This design comes from an exercise in tuning for small area, a short achievable clock period and few clock cycles per item on the open sky130 flow, not from production work.
Where RTL was checked, it was by simulation tests only, not by an equivalence proof against the original.
Power and IR drop assume default switching activity.

== raven ==
==> flow/design.v (excerpt) <==
module ECC_ENC_DEC
#(
parameter DATA_WIDTH = 32,
parameter AMBA_ADDR_WIDTH = 20,
parameter AMBA_WORD = 32
)
(
input wire clk,
input wire rst,
input wire [AMBA_ADDR_WIDTH-1:0] PADDR,
input wire [AMBA_WORD-1:0] PWDATA,
input wire PENABLE,
           PSEL,
           PWRITE,
output reg [AMBA_WORD-1:0] PRDATA,
output reg [DATA_WIDTH-1:0] data_out,
output reg operation_done,
output reg [1:0] num_of_errors
);
reg [31:0] CTRL_REG, DATA_IN_REG, CODEWORD_WIDTH_REG, NOISE_REG;
reg [3:0] we;
always @(posedge clk or negedge rst) begin : wr_decode
  if (!rst) we <= 4'd0;
  else begin
    we[0] <= PSEL & ~PENABLE & PWRITE & (PADDR[3:2] == 2'b00);
    we[1] <= PSEL & ~PENABLE & PWRITE & (PADDR[3:2] == 2'b01);
    we[2] <= PSEL & ~PENABLE & PWRITE & (PADDR[3:2] == 2'b10);
    we[3] <= PSEL & ~PENABLE & PWRITE & (PADDR[3:2] == 2'b11);
  end
end
always @(posedge clk or negedge rst) begin : regs
  if (!rst) begin
    DATA_IN_REG <= 32'd0; CODEWORD_WIDTH_REG[1:0] <= 2'd0; NOISE_REG <= 32'd0;
  end else begin
    if (we[1]) DATA_IN_REG <= PWDATA;
    if (we[2]) CODEWORD_WIDTH_REG[1:0] <= PWDATA[1:0];
    if (we[3]) NOISE_REG <= PWDATA;
  end
end
reg clr_n;
always @(posedge clk or negedge rst) begin : clear_ctl
  if (!rst) clr_n <= 1'b0;
  else clr_n <= 1'b1;
end
wire [31:0] wdata = PWDATA & {32{clr_n}};
always @(posedge clk) begin : regs_rb
  if (we[0] | ~clr_n) CTRL_REG <= wdata;
  if (we[2] | ~clr_n) CODEWORD_WIDTH_REG[31:2] <= wdata[31:2];
end
always @(posedge clk or negedge rst) begin : done_reg
  if (!rst) operation_done <= 1'b0;
  else operation_done <= we[0];
end
always @(posedge clk) begin : rd
  case (PADDR[3:2])
    2'b00: PRDATA <= CTRL_REG;
    2'b01: PRDATA <= DATA_IN_REG;
    2'b10: PRDATA <= CODEWORD_WIDTH_REG;
    default: PRDATA <= NOISE_REG;
  endcase
end
wire wS = ~CODEWORD_WIDTH_REG[1] & ~CODEWORD_WIDTH_REG[0];
wire wM = ~CODEWORD_WIDTH_REG[1] &  CODEWORD_WIDTH_REG[0];
wire wL =  CODEWORD_WIDTH_REG[1];
wire cS = wS, cM = wM, cL = wL;
  ...
Size: about 220 flip-flops, roughly 120 I/O pins, ~12000 um2 of cells after synthesis.
clock: 5.0 ns
lec_check: 0
cap_margin: 20
core_margin: 2
core_utilization: 40
cts_cluster_diameter: 100
cts_cluster_size: 25
setup_slack_margin: 2.95
slew_margin: 20
standard.sh (not shown) runs the stock make flow with config.mk's settings and CLKGATE_MAP_FILE= SYNTH_SCRIPT=/design/flow/synth_recipe.tcl, a recipe that flattens the netlist after the stock synthesis.
==> flow/flow/run.sh <==
#!/bin/bash
# The standard layout (standard.sh), with two changes to the cells it may use:
#  - the port buffers are buf_1 cells instead of the delay cell buffer_ports picks by default;
#  - the 3-input XOR/XNOR cells are added to the platform's don't-use list, so that
#    synthesis and repair build the parity trees from 2-input XOR/XNOR cells.
set -euo pipefail
export BUFFER_PORTS_ARGS="-buffer_cell sky130_fd_sc_hd__buf_1"
DU=$(make -s -C "$FLOW_HOME" DESIGN_CONFIG="$PWD/config.mk" WORK_HOME="$PWD/orfs" print-DONT_USE_CELLS 2> print.log | sed -n 's/^DONT_USE_CELLS: //p')
[ -n "$DU" ]
DU="$DU sky130_fd_sc_hd__xnor3_1 sky130_fd_sc_hd__xnor3_2 sky130_fd_sc_hd__xnor3_4 sky130_fd_sc_hd__xor3_1 sky130_fd_sc_hd__xor3_2 sky130_fd_sc_hd__xor3_4"
echo "DONT_USE_CELLS=$DU" > dont_use.txt
bash standard.sh DONT_USE_CELLS="$DU" finish > standard.log 2>&1
> inputs changed (raven -> xenon)
-- flow/design.v --
<<< raven, line 102
wire eS0 = (ea0 ^ ea1);
wire eM0 = eS0 ^ (ea2 ^ ea3);
wire eL0 = eM0 ^ ((ea4 ^ ea5) ^ (ea6 ^ ea7));
wire eS1 = (eb0 ^ eb1);
wire eM1 = eS1 ^ (eb2 ^ eb3);
wire eL1 = eM1 ^ ((eb4 ^ eb5) ^ (eb6 ^ eb7));
wire eS2 = eg1;
wire eM2 = eS2 ^ eg3;
wire eL2 = eM2 ^ (eg5 ^ eg7);
wire eS3 = 1'b0;
wire eM3 = eS3 ^ (eg2 ^ eg3);
wire eL3 = eM3 ^ (eg6 ^ eg7);
wire eS4 = 1'b0;
wire eM4 = eS4 ^ 1'b0;
wire eL4 = eM4 ^ ((eg4 ^ eg5) ^ (eg6 ^ eg7));
wire pS = (ee0 ^ ee1);
wire pM = pS ^ (ee2 ^ ee3);
wire pL = pM ^ ((ee4 ^ ee5) ^ (ee6 ^ ee7));
wire [4:0] encC = wS ? {2'b00, eS2, eS1, eS0} : wM ? {1'b0, eM3, eM2, eM1, eM0} : {eL4, eL3, eL2, eL1, eL0};
wire encP = wS ? pS : wM ? pM : pL;
>>> xenon, line 102
wire eS0 = (ea0 ^ ea1);
wire eM0 = eS0 ^ (ea2 ^ ea3);
wire eL0 = ((((D[0] ^ D[1]) ^ (D[3] ^ D[4])) ^ ((D[6] ^ D[8]) ^ (D[10] ^ D[11]))) ^ (((D[13] ^ D[15]) ^ (D[17] ^ D[19])) ^ ((D[21] ^ D[23]) ^ D[25])));
wire eS1 = (eb0 ^ eb1);
wire eM1 = eS1 ^ (eb2 ^ eb3);
wire eL1 = ((((D[0] ^ D[2]) ^ (D[3] ^ D[5])) ^ ((D[6] ^ D[9]) ^ (D[10] ^ D[12]))) ^ (((D[13] ^ D[16]) ^ (D[17] ^ D[20])) ^ ((D[21] ^ D[24]) ^ D[25])));
wire eS2 = eg1;
wire eM2 = eS2 ^ eg3;
wire eL2 = ((((D[1] ^ D[2]) ^ (D[3] ^ D[7])) ^ ((D[8] ^ D[9]) ^ (D[10] ^ D[14]))) ^ (((D[15] ^ D[16]) ^ (D[17] ^ D[22])) ^ ((D[23] ^ D[24]) ^ D[25])));
wire eS3 = 1'b0;
wire eM3 = eS3 ^ (eg2 ^ eg3);
wire eL3 = ((((D[4] ^ D[5]) ^ (D[6] ^ D[7])) ^ ((D[8] ^ D[9]) ^ (D[10] ^ D[18]))) ^ (((D[19] ^ D[20]) ^ (D[21] ^ D[22])) ^ ((D[23] ^ D[24]) ^ D[25])));
wire eS4 = 1'b0;
wire eM4 = eS4 ^ 1'b0;
wire eL4 = ((((D[11] ^ D[12]) ^ (D[13] ^ D[14])) ^ ((D[15] ^ D[16]) ^ (D[17] ^ D[18]))) ^ (((D[19] ^ D[20]) ^ (D[21] ^ D[22])) ^ ((D[23] ^ D[24]) ^ D[25])));
wire pS = (ee0 ^ ee1);
wire pM = pS ^ (ee2 ^ ee3);
wire pL = ((((D[0] ^ D[1]) ^ (D[2] ^ D[4])) ^ ((D[5] ^ D[7]) ^ (D[10] ^ D[11]))) ^ (((D[12] ^ D[14]) ^ (D[17] ^ D[18])) ^ ((D[21] ^ D[23]) ^ D[24])));
wire [4:0] encC = wS ? {2'b00, eS2, eS1, eS0} : wM ? {1'b0, eM3, eM2, eM1, eM0} : {eL4, eL3, eL2, eL1, eL0};
wire encP = wS ? pS : wM ? pM : pL;
Findings:
Cell count went down by more than 10% going from raven to xenon. Diff raven -> xenon: number of global-route vias before repair dropped 1019; synthesized cell count dropped 117. Relative to raven, critical path depth has decreased by 6 in xenon. xenon ends up with a total die area that is 5.3% lower than in raven. | amount of wire on met3 after detailed routing | lower: xenon |. Compared with raven, xenon shows non-clock buffer count that has gone down by more than 10%. Hold slack in xenon vs raven: down 20 ps.
Testbench counts of xenon, summed over its fixed seeds: cycles 12,384, ops 1,920.
Function not checked in raven: the RTL went through the layout flow alone.


ECC_ENC_DEC, a different RTL version from the one above (not shown whole).
Size in the first run: roughly 970 cells after synthesis, about 120 I/O pins.
export LEC_CHECK = 0
export CAP_MARGIN = 20
export CORE_MARGIN = 2
export CORE_UTILIZATION = 40
export CTS_CLUSTER_DIAMETER = 100
export CTS_CLUSTER_SIZE = 25
export SETUP_SLACK_MARGIN = 3.0
export SLEW_MARGIN = 20
create_clock -name core_clock -period 5.0 [get_ports {clk}]
==> flow/flow/run.sh <==
#!/bin/bash
# The standard layout (standard.sh), with the port buffers made from buf_1 cells
# instead of the delay cell that buffer_ports picks by default.
set -euo pipefail
export BUFFER_PORTS_ARGS="-buffer_cell sky130_fd_sc_hd__buf_1"
bash standard.sh > standard.log 2>&1
==> next run, changes <==
--- a/flow/design.v
+++ b/flow/design.v
@@ -160,17 +160,18 @@
 wire db7 = (Dx24 ^ Dx25);
 wire dg7 = ((da7 ^ Dx24) ^ Dx22);
 wire de7 = (Dx23 ^ Dx24);
 wire sD0 = (((da0 ^ da1) ^ (da2 ^ da3)) ^ ((da4 ^ da5) ^ (da6 ^ da7))) ^ D[0];
 wire sD1 = (((db0 ^ db1) ^ (db2 ^ db3)) ^ ((db4 ^ db5) ^ (db6 ^ db7))) ^ D[1];
 wire sD2 = ((dg1 ^ dg3) ^ (dg5 ^ dg7)) ^ D[2];
 wire sD3 = ((dg2 ^ dg3) ^ (dg6 ^ dg7)) ^ (~wS & D[3]);
 wire sD4 = ((dg4 ^ dg5) ^ (dg6 ^ dg7)) ^ (wL & D[4]);
-wire parD = ((((dg0 ^ dg1) ^ (dg2 ^ dg3)) ^ ((dg4 ^ dg5) ^ (dg6 ^ dg7))) ^ (((D[0] ^ D[1]) ^ (D[2] ^ D[3])) ^ ((~wS & D[4]) ^ (wL & D[5]))));
+wire parDa = (((dg0 ^ dg1) ^ (dg2 ^ dg3)) ^ ((D[0] ^ D[1]) ^ (D[2] ^ D[3])));
+wire parDb = (((dg4 ^ dg5) ^ (dg6 ^ dg7)) ^ ((~wS & D[4]) ^ (wL & D[5])));
 wire [4:0] synD = {sD4, sD3, sD2, sD1, sD0};
 wire Nx0 = (wS & N[4]) | (wM & N[5]) | (wL & N[6]);
 wire Nx1 = (wS & N[5]) | (wM & N[6]) | (wL & N[7]);
 wire Nx2 = (wS & N[6]) | (wM & N[7]) | (wL & N[8]);
 wire Nx3 = (wS & N[7]) | (wM & N[8]) | (wL & N[9]);
 wire Nx4 = (wM & N[9]) | (wL & N[10]);
 wire Nx5 = (wM & N[10]) | (wL & N[11]);
 wire Nx6 = (wM & N[11]) | (wL & N[12]);
@@ -225,31 +226,32 @@
 wire nb7 = (Nx24 ^ Nx25);
 wire ng7 = ((na7 ^ Nx24) ^ Nx22);
 wire ne7 = (Nx23 ^ Nx24);
 wire sN0 = (((na0 ^ na1) ^ (na2 ^ na3)) ^ ((na4 ^ na5) ^ (na6 ^ na7))) ^ N[0];
 wire sN1 = (((nb0 ^ nb1) ^ (nb2 ^ nb3)) ^ ((nb4 ^ nb5) ^ (nb6 ^ nb7))) ^ N[1];
 wire sN2 = ((ng1 ^ ng3) ^ (ng5 ^ ng7)) ^ N[2];
 wire sN3 = ((ng2 ^ ng3) ^ (ng6 ^ ng7)) ^ (~wS & N[3]);
 wire sN4 = ((ng4 ^ ng5) ^ (ng6 ^ ng7)) ^ (wL & N[4]);
-wire parN = ((((ng0 ^ ng1) ^ (ng2 ^ ng3)) ^ ((ng4 ^ ng5) ^ (ng6 ^ ng7))) ^ (((N[0] ^ N[1]) ^ (N[2] ^ N[3])) ^ ((~wS & N[4]) ^ (wL & N[5]))));
+wire parNa = (((ng0 ^ ng1) ^ (ng2 ^ ng3)) ^ ((N[0] ^ N[1]) ^ (N[2] ^ N[3])));
+wire parNb = (((ng4 ^ ng5) ^ (ng6 ^ ng7)) ^ ((~wS & N[4]) ^ (wL & N[5])));
 wire [4:0] synN = {sN4, sN3, sN2, sN1, sN0};
 reg [4:0] sD, sN, cE;
-reg pD, pN, pE;
+reg pDa, pDb, pNa, pNb, pE;
 reg [1:0] mode;
 always @(posedge clk) begin : stage1
-  sD <= synD; pD <= parD;
-  sN <= synN; pN <= parN;
+  sD <= synD; pDa <= parDa; pDb <= parDb;
+  sN <= synN; pNa <= parNa; pNb <= parNb;
   cE <= encC; pE <= encP;
   mode <= PWDATA[1:0];    
 end
 wire m_dec = ~mode[1] & mode[0];
 wire m_fc  =  mode[1];
 wire [4:0] s = ({5{m_dec}} & sD) | ({5{m_fc}} & sN);
-wire p = (m_dec & pD) | (m_fc & pN);
+wire p = (m_dec & (pDa ^ pDb)) | (m_fc & (pNa ^ pNb));
 wire [1:0] nof = {~p & (|s), p};
 wire [25:0] f;
 wire [4:0] fc;
 wire f0 = p & (s == 5'd0);
 assign f[0] = p & (s == 5'd3);
 assign f[1] = p & (s == 5'd5);
 assign f[2] = p & (s == 5'd6);
 assign f[3] = p & (s == 5'd7);
Result: Worst setup slack improved by 27 ps; utilization is higher by 0.21 points; via count is lower slightly; cell area is higher slightly; sequential share of layout area hardly moves; routed wire length is lower slightly; hold slack barely changes; die area barely changes; synthesized cell count is lower slightly; power is lower slightly; global-route usage is higher by 0.49 points.
Function was not checked in any run of this note: the RTL went through the layout flow alone.

static timing again, ports no longer ideal:
The flow's constraints put no driver on any port. The routed layouts listed below were extracted and timed again, unchanged, in two steps. Step 1 (the two cells are an assumption about what drives the block):
set clk [get_ports {clk}]
set_driving_cell -lib_cell sky130_fd_sc_hd__clkbuf_16 $clk
set_driving_cell -lib_cell sky130_fd_sc_hd__buf_2 [delete_from_list [all_inputs] $clk]
Step 2 also shifts input and output timing later by t, the mid clock arrival at the registers, as if the neighbouring blocks saw the same clock. Three values: no drivers, after step 1, after step 2; two values: the first two.
| run | t (ns) | setup slack, ns | hold slack, ns | worst setup path after step 2 | worst data-port slew with drivers (ns) |
|---|---|---|---|---|---|
| raven | 0.534 | 2.964 / 2.928 / 2.569 | 0.402 / 0.402 / 0.402 | input to register | 0.04 |
| xenon | 0.532 | 2.992 / 2.940 / 2.533 | 0.382 / 0.382 / 0.382 | input to register | 0.05 |
| the first run of note 2 | 0.530 | 2.828 / 2.828 / 2.534 | 0.508 / 0.508 / 0.508 | input to register | 0.07 |
| the second run of note 2 | 0.523 | 2.856 / 2.856 / 2.541 | 0.510 / 0.510 / 0.510 | input to register | 0.06 |
After both steps setup and hold are still met in every run listed. The setup slack of xenon, which loses most, moves by -0.052 ns with the drivers and by -0.459 ns with both steps.
